Background: an optimization exercise with open tools, aiming at small area, a short achievable clock period and few clock cycles per item. Do not read the settings as production practice. No functional check of the RTL was part of any run shown here.

## flow/design.v (module list and top-level ports; edited modules follow where they fit)
// module multiplier: 1672 lines
// module mul_fa: 10 lines
// module mul_faf: 12 lines
// module mul_maj: 8 lines
// module mul_xor: 7 lines
module multiplier #(
    parameter WIDTH = 32
)(
    input  logic                   clk,
    input  logic                   rst_n,
    input  logic                   start,
    input  logic [WIDTH-1:0]       a,
    input  logic [WIDTH-1:0]       b,
    output logic [2*WIDTH-1:0]     result,
    output logic                   done
);
  // ...
==> flow/flow/run.sh <==
#!/bin/bash
# The standard layout (the standard.sh, unchanged synthesis), except that
# the input and output ports are buffered with sky130_fd_sc_hd__buf_2 cells
# instead of the delay cells that buffer_ports picks by default.
set -o pipefail
export BUFFER_PORTS_ARGS="-buffer_cell sky130_fd_sc_hd__buf_2"
bash standard.sh > standard.log 2>&1
==> flow/standard.sh <==
#!/bin/bash
# synth_recipe.tcl (not shown) runs the flow's synth.tcl, then flattens the netlist and writes it again
# the make line also repeats each setting of config.mk as NAME=value (left out here)
make -C /OpenROAD-flow-scripts/flow DESIGN_CONFIG=/design/flow/config.mk WORK_HOME=/design/flow/orfs CLKGATE_MAP_FILE= SYNTH_SCRIPT=/design/flow/synth_recipe.tcl "${@:-finish}"
==> flow/config.mk <==
export PLATFORM = sky130hd
export DESIGN_NAME = multiplier
export DESIGN_NICKNAME = multiplier
export VERILOG_FILES = /design/flow/design.v
export SDC_FILE = /design/flow/constraint.sdc
export NUM_CORES = 4
export LEC_CHECK = 0
export ABC_AREA = 1
export CAP_MARGIN = 20
export CORE_MARGIN = 2
export CORE_UTILIZATION = 40
export GPL_TIMING_DRIVEN = 0
export SLEW_MARGIN = 20
export SYNTH_HIERARCHICAL = 1
export SYNTH_MINIMUM_KEEP_SIZE = 0
==> flow/constraint.sdc <==
create_clock -name core_clock -period 5.0 [get_ports {clk}]
set_input_delay 1.0000 -clock core_clock [delete_from_list [all_inputs] [get_ports {clk}]]
set_output_delay 1.0000 -clock core_clock [all_outputs]
set_load 0.01 [all_outputs]
==> results.toml, run 1 <==
[timing]
fin_ws_ns = -0.0842
tightestPinTransition_ns = 1.09
drv_slew = 0
final-setup-viol-count = 7

[outcome]
violations = "negative setup slack"
status = "finished with violations"

[power]
seqPwrFrac = 0.136

[floorplan]
fp.dieW_um = 265
io_pins = 132

[synth]
synth_fa_ha_area_frac = 0.397
synth-compound-area-share = 0.134

[setup_path]
path_class = "in2reg"
cpPeakStageDelay_ns = 0.82

[placed_design]
dp_cells = 3840

[clock_tree]
htreeDepth = 4

[global_routing]
grt_util_all_layers = 0.310
met2_usage = 0.474

[final_layout]
final_net_count = 3637
n_clock_buffer = 17
multi_input_area_um2 = 21200
nMultiInputCombCells = 2134
largest_class = "multi-input gates"
inverters_excl_clock = 301

[routing]
routed-via-count = 22800
drt-initial-drc-count = 2725
drt-vias-per-instance = 5.88
==> inputs of run 2 (changes only) <==
--- a/flow/design.v
+++ b/flow/design.v
@@ -1420,256 +1420,400 @@
   wire bg28 = g0[57] | (p0[57] & g0[56]);
   wire bpp28 = p0[57] & p0[56];
   wire bg29 = g0[59] | (p0[59] & g0[58]);
   wire bpp29 = p0[59] & p0[58];
   wire bg30 = g0[61] | (p0[61] & g0[60]);
   wire bpp30 = p0[61] & p0[60];
   wire bg31 = g0[63] | (p0[63] & g0[62]);
   wire bpp31 = p0[63] & p0[62];
-  wire bg32 = bg1 | (bpp1 & bg0);
-  wire bpp32 = bpp1 & bpp0;
-  wire bg33 = bg3 | (bpp3 & bg2);
-  wire bpp33 = bpp3 & bpp2;
-  wire bg34 = bg5 | (bpp5 & bg4);
-  wire bpp34 = bpp5 & bpp4;
-  wire bg35 = bg7 | (bpp7 & bg6);
-  wire bpp35 = bpp7 & bpp6;
-  wire bg36 = bg9 | (bpp9 & bg8);
-  wire bpp36 = bpp9 & bpp8;
-  wire bg37 = bg11 | (bpp11 & bg10);
-  wire bpp37 = bpp11 & bpp10;
-  wire bg38 = bg13 | (bpp13 & bg12);
-  wire bpp38 = bpp13 & bpp12;
-  wire bg39 = bg15 | (bpp15 & bg14);
-  wire bpp39 = bpp15 & bpp14;
-  wire bg40 = bg17 | (bpp17 & bg16);
-  wire bpp40 = bpp17 & bpp16;
-  wire bg41 = bg19 | (bpp19 & bg18);
-  wire bpp41 = bpp19 & bpp18;
-  wire bg42 = bg21 | (bpp21 & bg20);
-  wire bpp42 = bpp21 & bpp20;
-  wire bg43 = bg23 | (bpp23 & bg22);
-  wire bpp43 = bpp23 & bpp22;
-  wire bg44 = bg25 | (bpp25 & bg24);
-  wire bpp44 = bpp25 & bpp24;
-  wire bg45 = bg27 | (bpp27 & bg26);
-  wire bpp45 = bpp27 & bpp26;
-  wire bg46 = bg29 | (bpp29 & bg28);
-  wire bpp46 = bpp29 & bpp28;
-  wire bg47 = bg31 | (bpp31 & bg30);
-  wire bpp47 = bpp31 & bpp30;
-  wire bg48 = bg33 | (bpp33 & bg32);
-  wire bpp48 = bpp33 & bpp32;
-  wire bg49 = bg35 | (bpp35 & bg34);
-  wire bpp49 = bpp35 & bpp34;
-  wire bg50 = bg37 | (bpp37 & bg36);
-  wire bpp50 = bpp37 & bpp36;
-  wire bg51 = bg39 | (bpp39 & bg38);
-  wire bpp51 = bpp39 & bpp38;
-  wire bg52 = bg41 | (bpp41 & bg40);
-  wire bpp52 = bpp41 & bpp40;
-  wire bg53 = bg43 | (bpp43 & bg42);
-  wire bpp53 = bpp43 & bpp42;
-  wire bg54 = bg45 | (bpp45 & bg44);
-  wire bpp54 = bpp45 & bpp44;
-  wire bg55 = bg47 | (bpp47 & bg46);
-  wire bpp55 = bpp47 & bpp46;
-  wire bg56 = bg49 | (bpp49 & bg48);
-  wire bpp56 = bpp49 & bpp48;
-  wire bg57 = bg51 | (bpp51 & bg50);
-  wire bpp57 = bpp51 & bpp50;
-  wire bg58 = bg53 | (bpp53 & bg52);
-  wire bpp58 = bpp53 & bpp52;
-  wire bg59 = bg55 | (bpp55 & bg54);
-  wire bpp59 = bpp55 & bpp54;
-  wire bg60 = bg57 | (bpp57 & bg56);
-  wire bpp60 = bpp57 & bpp56;
-  wire bg61 = bg59 | (bpp59 & bg58);
-  wire bpp61 = bpp59 & bpp58;
-  wire bg62 = bg61 | (bpp61 & bg60);
-  wire bpp62 = bpp61 & bpp60;
-  wire bg63 = bg58 | (bpp58 & bg60);
-  wire bpp63 = bpp58 & bpp60;
-  wire bg64 = bg50 | (bpp50 & bg56);
-  wire bpp64 = bpp50 & bpp56;
-  wire bg65 = bg52 | (bpp52 & bg60);
-  wire bpp65 = bpp52 & bpp60;
-  wire bg66 = bg54 | (bpp54 & bg63);
-  wire bpp66 = bpp54 & bpp63;
-  wire bg67 = bg34 | (bpp34 & bg48);
-  wire bpp67 = bpp34 & bpp48;
-  wire bg68 = bg36 | (bpp36 & bg56);
-  wire bpp68 = bpp36 & bpp56;
-  wire bg69 = bg38 | (bpp38 & bg64);
-  wire bpp69 = bpp38 & bpp64;
-  wire bg70 = bg40 | (bpp40 & bg60);
-  wire bpp70 = bpp40 & bpp60;
-  wire bg71 = bg42 | (bpp42 & bg65);
-  wire bpp71 = bpp42 & bpp65;
-  wire bg72 = bg44 | (bpp44 & bg63);
-  wire bpp72 = bpp44 & bpp63;
-  wire bg73 = bg46 | (bpp46 & bg66);
-  wire bpp73 = bpp46 & bpp66;
-  wire bg74 = bg2 | (bpp2 & bg32);
-  wire bpp74 = bpp2 & bpp32;
-  wire bg75 = bg4 | (bpp4 & bg48);
-  wire bpp75 = bpp4 & bpp48;
-  wire bg76 = bg6 | (bpp6 & bg67);
-  wire bpp76 = bpp6 & bpp67;
-  wire bg77 = bg8 | (bpp8 & bg56);
-  wire bpp77 = bpp8 & bpp56;
-  wire bg78 = bg10 | (bpp10 & bg68);
-  wire bpp78 = bpp10 & bpp68;
-  wire bg79 = bg12 | (bpp12 & bg64);
-  wire bpp79 = bpp12 & bpp64;
-  wire bg80 = bg14 | (bpp14 & bg69);
-  wire bpp80 = bpp14 & bpp69;
-  wire bg81 = bg16 | (bpp16 & bg60);
-  wire bpp81 = bpp16 & bpp60;
-  wire bg82 = bg18 | (bpp18 & bg70);
-  wire bpp82 = bpp18 & bpp70;
-  wire bg83 = bg20 | (bpp20 & bg65);
-  wire bpp83 = bpp20 & bpp65;
-  wire bg84 = bg22 | (bpp22 & bg71);
-  wire bpp84 = bpp22 & bpp71;
-  wire bg85 = bg24 | (bpp24 & bg63);
-  wire bpp85 = bpp24 & bpp63;
-  wire bg86 = bg26 | (bpp26 & bg72);
-  wire bpp86 = bpp26 & bpp72;
-  wire bg87 = bg28 | (bpp28 & bg66);
-  wire bpp87 = bpp28 & bpp66;
-  wire bg88 = bg30 | (bpp30 & bg73);
-  wire bpp88 = bpp30 & bpp73;
-  wire bg89 = g0[2] | (p0[2] & bg0);
-  wire bpp89 = p0[2] & bpp0;
-  wire bg90 = g0[4] | (p0[4] & bg32);
-  wire bpp90 = p0[4] & bpp32;
-  wire bg91 = g0[6] | (p0[6] & bg74);
-  wire bpp91 = p0[6] & bpp74;
-  wire bg92 = g0[8] | (p0[8] & bg48);
-  wire bpp92 = p0[8] & bpp48;
-  wire bg93 = g0[10] | (p0[10] & bg75);
-  wire bpp93 = p0[10] & bpp75;
-  wire bg94 = g0[12] | (p0[12] & bg67);
-  wire bpp94 = p0[12] & bpp67;
-  wire bg95 = g0[14] | (p0[14] & bg76);
-  wire bpp95 = p0[14] & bpp76;
-  wire bg96 = g0[16] | (p0[16] & bg56);
-  wire bpp96 = p0[16] & bpp56;
-  wire bg97 = g0[18] | (p0[18] & bg77);
-  wire bpp97 = p0[18] & bpp77;
-  wire bg98 = g0[20] | (p0[20] & bg68);
-  wire bpp98 = p0[20] & bpp68;
-  wire bg99 = g0[22] | (p0[22] & bg78);
-  wire bpp99 = p0[22] & bpp78;
-  wire bg100 = g0[24] | (p0[24] & bg64);
-  wire bpp100 = p0[24] & bpp64;
-  wire bg101 = g0[26] | (p0[26] & bg79);
-  wire bpp101 = p0[26] & bpp79;
-  wire bg102 = g0[28] | (p0[28] & bg69);
-  wire bpp102 = p0[28] & bpp69;
-  wire bg103 = g0[30] | (p0[30] & bg80);
-  wire bpp103 = p0[30] & bpp80;
-  wire bg104 = g0[32] | (p0[32] & bg60);
-  wire bpp104 = p0[32] & bpp60;
-  wire bg105 = g0[34] | (p0[34] & bg81);
-  wire bpp105 = p0[34] & bpp81;
-  wire bg106 = g0[36] | (p0[36] & bg70);
-  wire bpp106 = p0[36] & bpp70;
-  wire bg107 = g0[38] | (p0[38] & bg82);
-  wire bpp107 = p0[38] & bpp82;
-  wire bg108 = g0[40] | (p0[40] & bg65);
-  wire bpp108 = p0[40] & bpp65;
-  wire bg109 = g0[42] | (p0[42] & bg83);
-  wire bpp109 = p0[42] & bpp83;
-  wire bg110 = g0[44] | (p0[44] & bg71);
-  wire bpp110 = p0[44] & bpp71;
-  wire bg111 = g0[46] | (p0[46] & bg84);
-  wire bpp111 = p0[46] & bpp84;
-  wire bg112 = g0[48] | (p0[48] & bg63);
-  wire bpp112 = p0[48] & bpp63;
-  wire bg113 = g0[50] | (p0[50] & bg85);
-  wire bpp113 = p0[50] & bpp85;
-  wire bg114 = g0[52] | (p0[52] & bg72);
-  wire bpp114 = p0[52] & bpp72;
-  wire bg115 = g0[54] | (p0[54] & bg86);
-  wire bpp115 = p0[54] & bpp86;
-  wire bg116 = g0[56] | (p0[56] & bg66);
-  wire bpp116 = p0[56] & bpp66;
-  wire bg117 = g0[58] | (p0[58] & bg87);
-  wire bpp117 = p0[58] & bpp87;
-  wire bg118 = g0[60] | (p0[60] & bg73);
-  wire bpp118 = p0[60] & bpp73;
-  wire bg119 = g0[62] | (p0[62] & bg88);
-  wire bpp119 = p0[62] & bpp88;
+  wire bg32 = g0[2] | (p0[2] & bg0);
+  wire bpp32 = p0[2] & bpp0;
+  wire bg33 = bg1 | (bpp1 & bg0);
+  wire bpp33 = bpp1 & bpp0;
+  wire bg34 = g0[6] | (p0[6] & bg2);
+  wire bpp34 = p0[6] & bpp2;
+  wire bg35 = bg3 | (bpp3 & bg2);
+  wire bpp35 = bpp3 & bpp2;
+  wire bg36 = g0[10] | (p0[10] & bg4);
+  wire bpp36 = p0[10] & bpp4;
+  wire bg37 = bg5 | (bpp5 & bg4);
+  wire bpp37 = bpp5 & bpp4;
+  wire bg38 = g0[14] | (p0[14] & bg6);
+  wire bpp38 = p0[14] & bpp6;
+  wire bg39 = bg7 | (bpp7 & bg6);
+  wire bpp39 = bpp7 & bpp6;
+  wire bg40 = g0[18] | (p0[18] & bg8);
+  wire bpp40 = p0[18] & bpp8;
+  wire bg41 = bg9 | (bpp9 & bg8);
+  wire bpp41 = bpp9 & bpp8;
+  wire bg42 = g0[22] | (p0[22] & bg10);
+  wire bpp42 = p0[22] & bpp10;
+  wire bg43 = bg11 | (bpp11 & bg10);
+  wire bpp43 = bpp11 & bpp10;
+  wire bg44 = g0[26] | (p0[26] & bg12);
+  wire bpp44 = p0[26] & bpp12;
+  wire bg45 = bg13 | (bpp13 & bg12);
+  wire bpp45 = bpp13 & bpp12;
+  wire bg46 = g0[30] | (p0[30] & bg14);
+  wire bpp46 = p0[30] & bpp14;
+  wire bg47 = bg15 | (bpp15 & bg14);
+  wire bpp47 = bpp15 & bpp14;
+  wire bg48 = g0[34] | (p0[34] & bg16);
+  wire bpp48 = p0[34] & bpp16;
+  wire bg49 = bg17 | (bpp17 & bg16);
+  wire bpp49 = bpp17 & bpp16;
+  wire bg50 = g0[38] | (p0[38] & bg18);
+  wire bpp50 = p0[38] & bpp18;
+  wire bg51 = bg19 | (bpp19 & bg18);
+  wire bpp51 = bpp19 & bpp18;
+  wire bg52 = g0[42] | (p0[42] & bg20);
+  wire bpp52 = p0[42] & bpp20;
+  wire bg53 = bg21 | (bpp21 & bg20);
+  wire bpp53 = bpp21 & bpp20;
+  wire bg54 = g0[46] | (p0[46] & bg22);
+  wire bpp54 = p0[46] & bpp22;
+  wire bg55 = bg23 | (bpp23 & bg22);
+  wire bpp55 = bpp23 & bpp22;
+  wire bg56 = g0[50] | (p0[50] & bg24);
+  wire bpp56 = p0[50] & bpp24;
+  wire bg57 = bg25 | (bpp25 & bg24);
+  wire bpp57 = bpp25 & bpp24;
+  wire bg58 = g0[54] | (p0[54] & bg26);
+  wire bpp58 = p0[54] & bpp26;
+  wire bg59 = bg27 | (bpp27 & bg26);
+  wire bpp59 = bpp27 & bpp26;
+  wire bg60 = g0[58] | (p0[58] & bg28);
+  wire bpp60 = p0[58] & bpp28;
+  wire bg61 = bg29 | (bpp29 & bg28);
+  wire bpp61 = bpp29 & bpp28;
+  wire bg62 = g0[62] | (p0[62] & bg30);
+  wire bpp62 = p0[62] & bpp30;
+  wire bg63 = bg31 | (bpp31 & bg30);
+  wire bpp63 = bpp31 & bpp30;
+  wire bg64 = g0[4] | (p0[4] & bg33);
+  wire bpp64 = p0[4] & bpp33;
+  wire bg65 = bg2 | (bpp2 & bg33);
+  wire bpp65 = bpp2 & bpp33;
+  wire bg66 = bg34 | (bpp34 & bg33);
+  wire bpp66 = bpp34 & bpp33;
+  wire bg67 = bg35 | (bpp35 & bg33);
+  wire bpp67 = bpp35 & bpp33;
+  wire bg68 = g0[12] | (p0[12] & bg37);
+  wire bpp68 = p0[12] & bpp37;
+  wire bg69 = bg6 | (bpp6 & bg37);
+  wire bpp69 = bpp6 & bpp37;
+  wire bg70 = bg38 | (bpp38 & bg37);
+  wire bpp70 = bpp38 & bpp37;
+  wire bg71 = bg39 | (bpp39 & bg37);
+  wire bpp71 = bpp39 & bpp37;
+  wire bg72 = g0[20] | (p0[20] & bg41);
+  wire bpp72 = p0[20] & bpp41;
+  wire bg73 = bg10 | (bpp10 & bg41);
+  wire bpp73 = bpp10 & bpp41;
+  wire bg74 = bg42 | (bpp42 & bg41);
+  wire bpp74 = bpp42 & bpp41;
+  wire bg75 = bg43 | (bpp43 & bg41);
+  wire bpp75 = bpp43 & bpp41;
+  wire bg76 = g0[28] | (p0[28] & bg45);
+  wire bpp76 = p0[28] & bpp45;
+  wire bg77 = bg14 | (bpp14 & bg45);
+  wire bpp77 = bpp14 & bpp45;
+  wire bg78 = bg46 | (bpp46 & bg45);
+  wire bpp78 = bpp46 & bpp45;
+  wire bg79 = bg47 | (bpp47 & bg45);
+  wire bpp79 = bpp47 & bpp45;
+  wire bg80 = g0[36] | (p0[36] & bg49);
+  wire bpp80 = p0[36] & bpp49;
+  wire bg81 = bg18 | (bpp18 & bg49);
+  wire bpp81 = bpp18 & bpp49;
+  wire bg82 = bg50 | (bpp50 & bg49);
+  wire bpp82 = bpp50 & bpp49;
+  wire bg83 = bg51 | (bpp51 & bg49);
+  wire bpp83 = bpp51 & bpp49;
+  wire bg84 = g0[44] | (p0[44] & bg53);
+  wire bpp84 = p0[44] & bpp53;
+  wire bg85 = bg22 | (bpp22 & bg53);
+  wire bpp85 = bpp22 & bpp53;
+  wire bg86 = bg54 | (bpp54 & bg53);
+  wire bpp86 = bpp54 & bpp53;
+  wire bg87 = bg55 | (bpp55 & bg53);
+  wire bpp87 = bpp55 & bpp53;
+  wire bg88 = g0[52] | (p0[52] & bg57);
+  wire bpp88 = p0[52] & bpp57;
+  wire bg89 = bg26 | (bpp26 & bg57);
+  wire bpp89 = bpp26 & bpp57;
+  wire bg90 = bg58 | (bpp58 & bg57);
+  wire bpp90 = bpp58 & bpp57;
+  wire bg91 = bg59 | (bpp59 & bg57);
+  wire bpp91 = bpp59 & bpp57;
+  wire bg92 = g0[60] | (p0[60] & bg61);
+  wire bpp92 = p0[60] & bpp61;
+  wire bg93 = bg30 | (bpp30 & bg61);
+  wire bpp93 = bpp30 & bpp61;
+  wire bg94 = bg62 | (bpp62 & bg61);
+  wire bpp94 = bpp62 & bpp61;
+  wire bg95 = bg63 | (bpp63 & bg61);
+  wire bpp95 = bpp63 & bpp61;
+  wire bg96 = g0[8] | (p0[8] & bg67);
+  wire bpp96 = p0[8] & bpp67;
+  wire bg97 = bg4 | (bpp4 & bg67);
+  wire bpp97 = bpp4 & bpp67;
+  wire bg98 = bg36 | (bpp36 & bg67);
+  wire bpp98 = bpp36 & bpp67;
+  wire bg99 = bg37 | (bpp37 & bg67);
+  wire bpp99 = bpp37 & bpp67;
+  wire bg100 = bg68 | (bpp68 & bg67);
+  wire bpp100 = bpp68 & bpp67;
+  wire bg101 = bg69 | (bpp69 & bg67);
+  wire bpp101 = bpp69 & bpp67;
+  wire bg102 = bg70 | (bpp70 & bg67);
+  wire bpp102 = bpp70 & bpp67;
+  wire bg103 = bg71 | (bpp71 & bg67);
+  wire bpp103 = bpp71 & bpp67;
+  wire bg104 = g0[24] | (p0[24] & bg75);
+  wire bpp104 = p0[24] & bpp75;
+  wire bg105 = bg12 | (bpp12 & bg75);
+  wire bpp105 = bpp12 & bpp75;
+  wire bg106 = bg44 | (bpp44 & bg75);
+  wire bpp106 = bpp44 & bpp75;
+  wire bg107 = bg45 | (bpp45 & bg75);
+  wire bpp107 = bpp45 & bpp75;
+  wire bg108 = bg76 | (bpp76 & bg75);
+  wire bpp108 = bpp76 & bpp75;
+  wire bg109 = bg77 | (bpp77 & bg75);
+  wire bpp109 = bpp77 & bpp75;
+  wire bg110 = bg78 | (bpp78 & bg75);
+  wire bpp110 = bpp78 & bpp75;
+  wire bg111 = bg79 | (bpp79 & bg75);
+  wire bpp111 = bpp79 & bpp75;
+  wire bg112 = g0[40] | (p0[40] & bg83);
+  wire bpp112 = p0[40] & bpp83;
+  wire bg113 = bg20 | (bpp20 & bg83);
+  wire bpp113 = bpp20 & bpp83;
+  wire bg114 = bg52 | (bpp52 & bg83);
+  wire bpp114 = bpp52 & bpp83;
+  wire bg115 = bg53 | (bpp53 & bg83);
+  wire bpp115 = bpp53 & bpp83;
+  wire bg116 = bg84 | (bpp84 & bg83);
+  wire bpp116 = bpp84 & bpp83;
+  wire bg117 = bg85 | (bpp85 & bg83);
+  wire bpp117 = bpp85 & bpp83;
+  wire bg118 = bg86 | (bpp86 & bg83);
+  wire bpp118 = bpp86 & bpp83;
+  wire bg119 = bg87 | (bpp87 & bg83);
+  wire bpp119 = bpp87 & bpp83;
+  wire bg120 = g0[56] | (p0[56] & bg91);
+  wire bpp120 = p0[56] & bpp91;
+  wire bg121 = bg28 | (bpp28 & bg91);
+  wire bpp121 = bpp28 & bpp91;
+  wire bg122 = bg60 | (bpp60 & bg91);
+  wire bpp122 = bpp60 & bpp91;
+  wire bg123 = bg61 | (bpp61 & bg91);
+  wire bpp123 = bpp61 & bpp91;
+  wire bg124 = bg92 | (bpp92 & bg91);
+  wire bpp124 = bpp92 & bpp91;
+  wire bg125 = bg93 | (bpp93 & bg91);
+  wire bpp125 = bpp93 & bpp91;
+  wire bg126 = bg94 | (bpp94 & bg91);
+  wire bpp126 = bpp94 & bpp91;
+  wire bg127 = bg95 | (bpp95 & bg91);
+  wire bpp127 = bpp95 & bpp91;
+  wire bg128 = g0[16] | (p0[16] & bg103);
+  wire bpp128 = p0[16] & bpp103;
+  wire bg129 = bg8 | (bpp8 & bg103);
+  wire bpp129 = bpp8 & bpp103;
+  wire bg130 = bg40 | (bpp40 & bg103);
+  wire bpp130 = bpp40 & bpp103;
+  wire bg131 = bg41 | (bpp41 & bg103);
+  wire bpp131 = bpp41 & bpp103;
+  wire bg132 = bg72 | (bpp72 & bg103);
+  wire bpp132 = bpp72 & bpp103;
+  wire bg133 = bg73 | (bpp73 & bg103);
+  wire bpp133 = bpp73 & bpp103;
+  wire bg134 = bg74 | (bpp74 & bg103);
+  wire bpp134 = bpp74 & bpp103;
+  wire bg135 = bg75 | (bpp75 & bg103);
+  wire bpp135 = bpp75 & bpp103;
+  wire bg136 = bg104 | (bpp104 & bg103);
+  wire bpp136 = bpp104 & bpp103;
+  wire bg137 = bg105 | (bpp105 & bg103);
+  wire bpp137 = bpp105 & bpp103;
+  wire bg138 = bg106 | (bpp106 & bg103);
+  wire bpp138 = bpp106 & bpp103;
+  wire bg139 = bg107 | (bpp107 & bg103);
+  wire bpp139 = bpp107 & bpp103;
+  wire bg140 = bg108 | (bpp108 & bg103);
+  wire bpp140 = bpp108 & bpp103;
+  wire bg141 = bg109 | (bpp109 & bg103);
+  wire bpp141 = bpp109 & bpp103;
+  wire bg142 = bg110 | (bpp110 & bg103);
+  wire bpp142 = bpp110 & bpp103;
+  wire bg143 = bg111 | (bpp111 & bg103);
+  wire bpp143 = bpp111 & bpp103;
+  wire bg144 = g0[48] | (p0[48] & bg119);
+  wire bpp144 = p0[48] & bpp119;
+  wire bg145 = bg24 | (bpp24 & bg119);
+  wire bpp145 = bpp24 & bpp119;
+  wire bg146 = bg56 | (bpp56 & bg119);
+  wire bpp146 = bpp56 & bpp119;
+  wire bg147 = bg57 | (bpp57 & bg119);
+  wire bpp147 = bpp57 & bpp119;
+  wire bg148 = bg88 | (bpp88 & bg119);
+  wire bpp148 = bpp88 & bpp119;
+  wire bg149 = bg89 | (bpp89 & bg119);
+  wire bpp149 = bpp89 & bpp119;
+  wire bg150 = bg90 | (bpp90 & bg119);
+  wire bpp150 = bpp90 & bpp119;
+  wire bg151 = bg91 | (bpp91 & bg119);
+  wire bpp151 = bpp91 & bpp119;
+  wire bg152 = bg120 | (bpp120 & bg119);
+  wire bpp152 = bpp120 & bpp119;
+  wire bg153 = bg121 | (bpp121 & bg119);
+  wire bpp153 = bpp121 & bpp119;
+  wire bg154 = bg122 | (bpp122 & bg119);
+  wire bpp154 = bpp122 & bpp119;
+  wire bg155 = bg123 | (bpp123 & bg119);
+  wire bpp155 = bpp123 & bpp119;
+  wire bg156 = bg124 | (bpp124 & bg119);
+  wire bpp156 = bpp124 & bpp119;
+  wire bg157 = bg125 | (bpp125 & bg119);
+  wire bpp157 = bpp125 & bpp119;
+  wire bg158 = bg126 | (bpp126 & bg119);
+  wire bpp158 = bpp126 & bpp119;
+  wire bg159 = bg127 | (bpp127 & bg119);
+  wire bpp159 = bpp127 & bpp119;
+  wire bg160 = g0[32] | (p0[32] & bg143);
+  wire bpp160 = p0[32] & bpp143;
+  wire bg161 = bg16 | (bpp16 & bg143);
+  wire bpp161 = bpp16 & bpp143;
+  wire bg162 = bg48 | (bpp48 & bg143);
+  wire bpp162 = bpp48 & bpp143;
+  wire bg163 = bg49 | (bpp49 & bg143);
+  wire bpp163 = bpp49 & bpp143;
+  wire bg164 = bg80 | (bpp80 & bg143);
+  wire bpp164 = bpp80 & bpp143;
+  wire bg165 = bg81 | (bpp81 & bg143);
+  wire bpp165 = bpp81 & bpp143;
+  wire bg166 = bg82 | (bpp82 & bg143);
+  wire bpp166 = bpp82 & bpp143;
+  wire bg167 = bg83 | (bpp83 & bg143);
+  wire bpp167 = bpp83 & bpp143;
+  wire bg168 = bg112 | (bpp112 & bg143);
+  wire bpp168 = bpp112 & bpp143;
+  wire bg169 = bg113 | (bpp113 & bg143);
+  wire bpp169 = bpp113 & bpp143;
+  wire bg170 = bg114 | (bpp114 & bg143);
+  wire bpp170 = bpp114 & bpp143;
+  wire bg171 = bg115 | (bpp115 & bg143);
+  wire bpp171 = bpp115 & bpp143;
+  wire bg172 = bg116 | (bpp116 & bg143);
+  wire bpp172 = bpp116 & bpp143;
+  wire bg173 = bg117 | (bpp117 & bg143);
+  wire bpp173 = bpp117 & bpp143;
+  wire bg174 = bg118 | (bpp118 & bg143);
+  wire bpp174 = bpp118 & bpp143;
+  wire bg175 = bg119 | (bpp119 & bg143);
+  wire bpp175 = bpp119 & bpp143;
+  wire bg176 = bg144 | (bpp144 & bg143);
+  wire bpp176 = bpp144 & bpp143;
+  wire bg177 = bg145 | (bpp145 & bg143);
+  wire bpp177 = bpp145 & bpp143;
+  wire bg178 = bg146 | (bpp146 & bg143);
+  wire bpp178 = bpp146 & bpp143;
+  wire bg179 = bg147 | (bpp147 & bg143);
+  wire bpp179 = bpp147 & bpp143;
+  wire bg180 = bg148 | (bpp148 & bg143);
+  wire bpp180 = bpp148 & bpp143;
+  wire bg181 = bg149 | (bpp149 & bg143);
+  wire bpp181 = bpp149 & bpp143;
+  wire bg182 = bg150 | (bpp150 & bg143);
+  wire bpp182 = bpp150 & bpp143;
+  wire bg183 = bg151 | (bpp151 & bg143);
+  wire bpp183 = bpp151 & bpp143;
+  wire bg184 = bg152 | (bpp152 & bg143);
+  wire bpp184 = bpp152 & bpp143;
+  wire bg185 = bg153 | (bpp153 & bg143);
+  wire bpp185 = bpp153 & bpp143;
+  wire bg186 = bg154 | (bpp154 & bg143);
+  wire bpp186 = bpp154 & bpp143;
+  wire bg187 = bg155 | (bpp155 & bg143);
+  wire bpp187 = bpp155 & bpp143;
+  wire bg188 = bg156 | (bpp156 & bg143);
+  wire bpp188 = bpp156 & bpp143;
+  wire bg189 = bg157 | (bpp157 & bg143);
+  wire bpp189 = bpp157 & bpp143;
+  wire bg190 = bg158 | (bpp158 & bg143);
+  wire bpp190 = bpp158 & bpp143;
+  wire bg191 = bg159 | (bpp159 & bg143);
+  wire bpp191 = bpp159 & bpp143;
   assign result[0] = p0[0];
   mul_xor u_x1 (.x(p0[1]), .y(g0[0]), .s(result[1]));
   mul_xor u_x2 (.x(p0[2]), .y(bg0), .s(result[2]));
-  mul_xor u_x3 (.x(p0[3]), .y(bg89), .s(result[3]));
-  mul_xor u_x4 (.x(p0[4]), .y(bg32), .s(result[4]));
-  mul_xor u_x5 (.x(p0[5]), .y(bg90), .s(result[5]));
-  mul_xor u_x6 (.x(p0[6]), .y(bg74), .s(result[6]));
-  mul_xor u_x7 (.x(p0[7]), .y(bg91), .s(result[7]));
-  mul_xor u_x8 (.x(p0[8]), .y(bg48), .s(result[8]));
-  mul_xor u_x9 (.x(p0[9]), .y(bg92), .s(result[9]));
-  mul_xor u_x10 (.x(p0[10]), .y(bg75), .s(result[10]));
-  mul_xor u_x11 (.x(p0[11]), .y(bg93), .s(result[11]));
-  mul_xor u_x12 (.x(p0[12]), .y(bg67), .s(result[12]));
-  mul_xor u_x13 (.x(p0[13]), .y(bg94), .s(result[13]));
-  mul_xor u_x14 (.x(p0[14]), .y(bg76), .s(result[14]));
-  mul_xor u_x15 (.x(p0[15]), .y(bg95), .s(result[15]));
-  mul_xor u_x16 (.x(p0[16]), .y(bg56), .s(result[16]));
-  mul_xor u_x17 (.x(p0[17]), .y(bg96), .s(result[17]));
-  mul_xor u_x18 (.x(p0[18]), .y(bg77), .s(result[18]));
-  mul_xor u_x19 (.x(p0[19]), .y(bg97), .s(result[19]));
-  mul_xor u_x20 (.x(p0[20]), .y(bg68), .s(result[20]));
-  mul_xor u_x21 (.x(p0[21]), .y(bg98), .s(result[21]));
-  mul_xor u_x22 (.x(p0[22]), .y(bg78), .s(result[22]));
-  mul_xor u_x23 (.x(p0[23]), .y(bg99), .s(result[23]));
-  mul_xor u_x24 (.x(p0[24]), .y(bg64), .s(result[24]));
-  mul_xor u_x25 (.x(p0[25]), .y(bg100), .s(result[25]));
-  mul_xor u_x26 (.x(p0[26]), .y(bg79), .s(result[26]));
-  mul_xor u_x27 (.x(p0[27]), .y(bg101), .s(result[27]));
-  mul_xor u_x28 (.x(p0[28]), .y(bg69), .s(result[28]));
-  mul_xor u_x29 (.x(p0[29]), .y(bg102), .s(result[29]));
-  mul_xor u_x30 (.x(p0[30]), .y(bg80), .s(result[30]));
-  mul_xor u_x31 (.x(p0[31]), .y(bg103), .s(result[31]));
-  mul_xor u_x32 (.x(p0[32]), .y(bg60), .s(result[32]));
-  mul_xor u_x33 (.x(p0[33]), .y(bg104), .s(result[33]));
-  mul_xor u_x34 (.x(p0[34]), .y(bg81), .s(result[34]));
-  mul_xor u_x35 (.x(p0[35]), .y(bg105), .s(result[35]));
-  mul_xor u_x36 (.x(p0[36]), .y(bg70), .s(result[36]));
-  mul_xor u_x37 (.x(p0[37]), .y(bg106), .s(result[37]));
-  mul_xor u_x38 (.x(p0[38]), .y(bg82), .s(result[38]));
-  mul_xor u_x39 (.x(p0[39]), .y(bg107), .s(result[39]));
-  mul_xor u_x40 (.x(p0[40]), .y(bg65), .s(result[40]));
-  mul_xor u_x41 (.x(p0[41]), .y(bg108), .s(result[41]));
-  mul_xor u_x42 (.x(p0[42]), .y(bg83), .s(result[42]));
-  mul_xor u_x43 (.x(p0[43]), .y(bg109), .s(result[43]));
-  mul_xor u_x44 (.x(p0[44]), .y(bg71), .s(result[44]));
-  mul_xor u_x45 (.x(p0[45]), .y(bg110), .s(result[45]));
-  mul_xor u_x46 (.x(p0[46]), .y(bg84), .s(result[46]));
-  mul_xor u_x47 (.x(p0[47]), .y(bg111), .s(result[47]));
-  mul_xor u_x48 (.x(p0[48]), .y(bg63), .s(result[48]));
-  mul_xor u_x49 (.x(p0[49]), .y(bg112), .s(result[49]));
-  mul_xor u_x50 (.x(p0[50]), .y(bg85), .s(result[50]));
-  mul_xor u_x51 (.x(p0[51]), .y(bg113), .s(result[51]));
-  mul_xor u_x52 (.x(p0[52]), .y(bg72), .s(result[52]));
-  mul_xor u_x53 (.x(p0[53]), .y(bg114), .s(result[53]));
-  mul_xor u_x54 (.x(p0[54]), .y(bg86), .s(result[54]));
-  mul_xor u_x55 (.x(p0[55]), .y(bg115), .s(result[55]));
-  mul_xor u_x56 (.x(p0[56]), .y(bg66), .s(result[56]));
-  mul_xor u_x57 (.x(p0[57]), .y(bg116), .s(result[57]));
-  mul_xor u_x58 (.x(p0[58]), .y(bg87), .s(result[58]));
-  mul_xor u_x59 (.x(p0[59]), .y(bg117), .s(result[59]));
-  mul_xor u_x60 (.x(p0[60]), .y(bg73), .s(result[60]));
-  mul_xor u_x61 (.x(p0[61]), .y(bg118), .s(result[61]));
-  mul_xor u_x62 (.x(p0[62]), .y(bg88), .s(result[62]));
-  mul_xor u_x63 (.x(p0[63]), .y(bg119), .s(result[63]));
+  mul_xor u_x3 (.x(p0[3]), .y(bg32), .s(result[3]));
+  mul_xor u_x4 (.x(p0[4]), .y(bg33), .s(result[4]));
+  mul_xor u_x5 (.x(p0[5]), .y(bg64), .s(result[5]));
+  mul_xor u_x6 (.x(p0[6]), .y(bg65), .s(result[6]));
+  mul_xor u_x7 (.x(p0[7]), .y(bg66), .s(result[7]));
+  mul_xor u_x8 (.x(p0[8]), .y(bg67), .s(result[8]));
+  mul_xor u_x9 (.x(p0[9]), .y(bg96), .s(result[9]));
+  mul_xor u_x10 (.x(p0[10]), .y(bg97), .s(result[10]));
+  mul_xor u_x11 (.x(p0[11]), .y(bg98), .s(result[11]));
+  mul_xor u_x12 (.x(p0[12]), .y(bg99), .s(result[12]));
+  mul_xor u_x13 (.x(p0[13]), .y(bg100), .s(result[13]));
+  mul_xor u_x14 (.x(p0[14]), .y(bg101), .s(result[14]));
+  mul_xor u_x15 (.x(p0[15]), .y(bg102), .s(result[15]));
+  mul_xor u_x16 (.x(p0[16]), .y(bg103), .s(result[16]));
+  mul_xor u_x17 (.x(p0[17]), .y(bg128), .s(result[17]));
+  mul_xor u_x18 (.x(p0[18]), .y(bg129), .s(result[18]));
+  mul_xor u_x19 (.x(p0[19]), .y(bg130), .s(result[19]));
+  mul_xor u_x20 (.x(p0[20]), .y(bg131), .s(result[20]));
+  mul_xor u_x21 (.x(p0[21]), .y(bg132), .s(result[21]));
+  mul_xor u_x22 (.x(p0[22]), .y(bg133), .s(result[22]));
+  mul_xor u_x23 (.x(p0[23]), .y(bg134), .s(result[23]));
+  mul_xor u_x24 (.x(p0[24]), .y(bg135), .s(result[24]));
+  mul_xor u_x25 (.x(p0[25]), .y(bg136), .s(result[25]));
+  mul_xor u_x26 (.x(p0[26]), .y(bg137), .s(result[26]));
+  mul_xor u_x27 (.x(p0[27]), .y(bg138), .s(result[27]));
+  mul_xor u_x28 (.x(p0[28]), .y(bg139), .s(result[28]));
+  mul_xor u_x29 (.x(p0[29]), .y(bg140), .s(result[29]));
+  mul_xor u_x30 (.x(p0[30]), .y(bg141), .s(result[30]));
+  mul_xor u_x31 (.x(p0[31]), .y(bg142), .s(result[31]));
+  mul_xor u_x32 (.x(p0[32]), .y(bg143), .s(result[32]));
+  mul_xor u_x33 (.x(p0[33]), .y(bg160), .s(result[33]));
+  mul_xor u_x34 (.x(p0[34]), .y(bg161), .s(result[34]));
+  mul_xor u_x35 (.x(p0[35]), .y(bg162), .s(result[35]));
+  mul_xor u_x36 (.x(p0[36]), .y(bg163), .s(result[36]));
+  mul_xor u_x37 (.x(p0[37]), .y(bg164), .s(result[37]));
+  mul_xor u_x38 (.x(p0[38]), .y(bg165), .s(result[38]));
+  mul_xor u_x39 (.x(p0[39]), .y(bg166), .s(result[39]));
+  mul_xor u_x40 (.x(p0[40]), .y(bg167), .s(result[40]));
+  mul_xor u_x41 (.x(p0[41]), .y(bg168), .s(result[41]));
+  mul_xor u_x42 (.x(p0[42]), .y(bg169), .s(result[42]));
+  mul_xor u_x43 (.x(p0[43]), .y(bg170), .s(result[43]));
+  mul_xor u_x44 (.x(p0[44]), .y(bg171), .s(result[44]));
+  mul_xor u_x45 (.x(p0[45]), .y(bg172), .s(result[45]));
+  mul_xor u_x46 (.x(p0[46]), .y(bg173), .s(result[46]));
+  mul_xor u_x47 (.x(p0[47]), .y(bg174), .s(result[47]));
+  mul_xor u_x48 (.x(p0[48]), .y(bg175), .s(result[48]));
+  mul_xor u_x49 (.x(p0[49]), .y(bg176), .s(result[49]));
+  mul_xor u_x50 (.x(p0[50]), .y(bg177), .s(result[50]));
+  mul_xor u_x51 (.x(p0[51]), .y(bg178), .s(result[51]));
+  mul_xor u_x52 (.x(p0[52]), .y(bg179), .s(result[52]));
+  mul_xor u_x53 (.x(p0[53]), .y(bg180), .s(result[53]));
+  mul_xor u_x54 (.x(p0[54]), .y(bg181), .s(result[54]));
+  mul_xor u_x55 (.x(p0[55]), .y(bg182), .s(result[55]));
+  mul_xor u_x56 (.x(p0[56]), .y(bg183), .s(result[56]));
+  mul_xor u_x57 (.x(p0[57]), .y(bg184), .s(result[57]));
+  mul_xor u_x58 (.x(p0[58]), .y(bg185), .s(result[58]));
+  mul_xor u_x59 (.x(p0[59]), .y(bg186), .s(result[59]));
+  mul_xor u_x60 (.x(p0[60]), .y(bg187), .s(result[60]));
+  mul_xor u_x61 (.x(p0[61]), .y(bg188), .s(result[61]));
+  mul_xor u_x62 (.x(p0[62]), .y(bg189), .s(result[62]));
+  mul_xor u_x63 (.x(p0[63]), .y(bg190), .s(result[63]));
   always_ff @(posedge clk or negedge rst_n) begin
     if (!rst_n) done <= 1'b0;
     else        done <= start;
   end
 endmodule
 module mul_fa (
     input  logic x,
     input  logic y,
==> flow/config.mk (replaced) <==
export PLATFORM = sky130hd
export DESIGN_NAME = multiplier
export DESIGN_NICKNAME = multiplier
export VERILOG_FILES = /design/flow/design.v
export SDC_FILE = /design/flow/constraint.sdc
export NUM_CORES = 4
export LEC_CHECK = 0
export ABC_AREA = 1
export CAP_MARGIN = 20
export CORE_MARGIN = 2
export CORE_UTILIZATION = 40
export SLEW_MARGIN = 20
export SYNTH_HIERARCHICAL = 1
export SYNTH_MINIMUM_KEEP_SIZE = 0
==> run 2 against run 1 <==
Effect of this change:
- the run now finishes clean
- final area increased by 3.1%
- non-clock buffer count decreased by 135
- synthesized area is 3.9% higher
- critical path depth up 2
==> results.toml, run 2 <==
[timing]
rsz0062_at_grt = "false"
min_period_ns = 4.82
max_freq_ghz = 0.207
hold_violations = 0
final-setup-viol-count = 0
relSlewSlack = 0.267
timing.hold.ws_ns = 0.263
tightestPinTransition_ns = 1.10
drv_slew = 0
period_share = 0.965

[synth]
synth.distinct_cells = 33
synth_top_area_share = 0.335
synth-edff-count = 139
yosysMostFrequentCell = "xor2_1"
synth-main-ff-cell = "edfxtp_1"
yosysSeqAreaShare = 0.149
synthTopCellsByArea = "fa_1 33%, xor2_1 16%, edfxtp_1 15%, o22ai_1 11%, nand2_1 6.5%"
mappedNetlistArea_um2 = 28200
ys_top_cells_by_count = "513 x xor2_1, 496 x o22ai_1, 485 x nand2_1"
yosysWarnings = 7
syn_avg_cell_area_um2 = 9.23
yosys.area.top_type = "fa_1"
synth-seq-cells = 140
async_flop_share = 0.00714
syn_inst = 3058
syn-num-nets = 3705

[clock_tree]
clockBufferDepth = 2
cts_root_buf = "clkbuf_16"
clk_pin_slew_ns = 0.07
cts_sinks = 140
htreeDepth = 4
cts_made_buffers = 17
cts_tree = "done"
postCtsHoldBufs = 0

[power]
p_leak_nw = 13.8
vdd_drop_max_mv = 0.551
powerDensity_nw_per_um2 = 741
total_power_mw = 23.0

[setup_path]
crit_path_end_kind = "register"
startpoint_type = "input pin"
required_ns = 5.24
critical_path.max_fanout = 15
path_class = "in2reg"
critPathArrivalTime_ns = 5.07

[floorplan]
start_util = 0.404
io_pins = 132
num_rows = 97
fp.dieW_um = 270
die_h_um = 270
coreArea_um2 = 69900
dieArea_um2 = 72700

[routing]
drt_wl_total_um = 94000
top_layer = "met5"
wl_met1_um = 36600
dr_wl_met3_um = 10500
ant_nets = 0
routed-via-count = 23400
drt-initial-drc-count = 2616
drt-pass1-iter-count = 6
met2_length_um = 41500
drt-vias-per-instance = 5.81
drc = 0
detail_route.wl_per_cell_um = 23.4

[placed_design]
post_dp_cell_area_um2 = 30500
dp_cells = 3989
gp_congestion = 0.914
dp_hpwl_um = 65900
port_buffers = 131

[global_routing]
grt_antenna_before_repair = 3
grt_util_all_layers = 0.259
grt_pass1_vias = 23600
grt_start_max_net_pins = 79
grt_overflow = 0
grt_pass1_wl_um = 144000

[final_layout]
areaGrowthSynthToFinish_pct = 10.2
layout_commonest_cell = "xor2_1"
final_net_count = 3716
drive_gt1_frac = 0.114
design_area_um2 = 31100
fillerInstances = 6841
fin_util = 0.445
final-seq-area_um2 = 4200
stdcell_count = 4023
mostFrequentLayoutCells = "513 x xor2_1, 496 x o22ai_1, 485 x nand2_1"
multi_input_area_um2 = 21500

[outcome]
status = "finished clean"

[job]
max_cap_violations = 0

[min_path]
hold_path.class = "in2async"
==> run 2: metal layers <==
metal,global-route usage,up-vias
met5,0,-
met4,0.137,2
met3,0.0754,311
met2,0.392,1481
met1,0.336,11500
li1,-,10100
==> run 2: cells by family after synthesis <==
| kind of cell | Yosys count | share of synthesized area |
|---|---|---|
| adder cells (fa/ha/maj) | 580 | 0.383 |
| XOR/XNOR | 513 | 0.159 |
| flip-flops | 140 | 0.149 |
| AO/OA/AOI/OAI | 590 | 0.130 |
| AND/OR/NAND/NOR | 632 | 0.0892 |
| buffers and inverters | 603 | 0.0900 |
==> run 2: stage by stage <==
| stage | worst slack [ns] | TNS [ns] |
|---|---|---|
| floorplan | 0.398 | 0 |
| detailed placement | -0.361 | -9.61 |
| global placement | -0.302 | -7.51 |
| finish | 0.175 | 0 |
| CTS | 0.139 | 0 |
| global route | 0.00289 | 0 |
==> run 2: worst paths after layout <==
| path | slack (ns) | from | cells after the start | to |
|---|---|---|---|---|
| setup / recovery | 0.18 | b[29] | 12 | r51_0$_DFFE_PP_ |
| hold / removal | 0.26 | rst_n | 1 | done$_DFF_PN0_ |
| max in group asynchronous | 4.65 | rst_n | 1 | done$_DFF_PN0_ |
| min in group core_clock | 0.90 | b[0] | 3 | r0_1$_DFFE_PP_ |
==> run 2: worst max-delay path, stage by stage <==
cell and delay [ns]:
buf_2 0.12, nand2_1 0.12, nor2_1 0.06, a21oi_2 0.78
buf_4 0.32, o22ai_1 0.10, xor2_1 0.18, fa_1 0.48
fa_1 0.51, fa_1 0.44, fa_1 0.46, fa_1 0.49
==> run 2: report_power, final <==
part	internal (mW)	switching [mW]
clock	0.659	0.603
combinational	7.49	11.2
sequential	2.82	0.256
==> run 2: final cells by class <==
class                   instances  area share
flip-flops and latches        140       0.135
well taps                     940      0.0378
clock inverters                15     0.00471
repair buffers                261      0.0768
inverters                     334      0.0403
diodes                          1   0.0000805
multi-input cells            2315       0.691
clock buffers                  17      0.0137
==> run 2: per-module statistics from Yosys (local to each module, per instance) <==
module | times used | area (um^2) | cells inside
multiplier | 1 | 17600 | 2271
mul_xor | 63 | 18.8 | 5
mul_fa | 472 | 20.0 | 1
==> run 2: what timing repair did <==
item | 4_1_cts | 5_1_grt
gates resized for setup | 0 | 2
setup buffers | 0 | 1
setup endpoints to repair | 0 | 14

==> re-timing with driven ports <==
No port has a modelled driver above. Below, the same layouts with a new extraction and two added sets of constraints. Step 1 sets driving cells, clkbuf_16 on the clock port and buf_2 on the other inputs (assumed; they add their load-dependent delay and slew). Step 2 adds t to the input delays and takes it off the output delays; t is the mean of the earliest and latest rising clock arrival at the registers after step 1. Input paths then give back, and output paths get back, about the clock's delay inside the block. a / b / c = ideal / step 1 / step 2; a / b = the first two.
run | shift t [ns] | setup WS [ns] | worst setup path at the end | latest minus earliest clock arrival (ns) | pins driven straight from the clock port
run 1 | 0.548 | -0.084 / -0.044 / -0.593 | input to register | 0.023 / 0.023 | 1
run 2 | 0.556 | 0.175 / 0.122 / -0.434 | input to register | 0.022 / 0.022 | 1
Met with ideal ports but missed after step 2: setup timing in run 2. The setup slack of run 2, which loses most, moves by -0.053 ns with the drivers and by -0.609 ns with both steps.
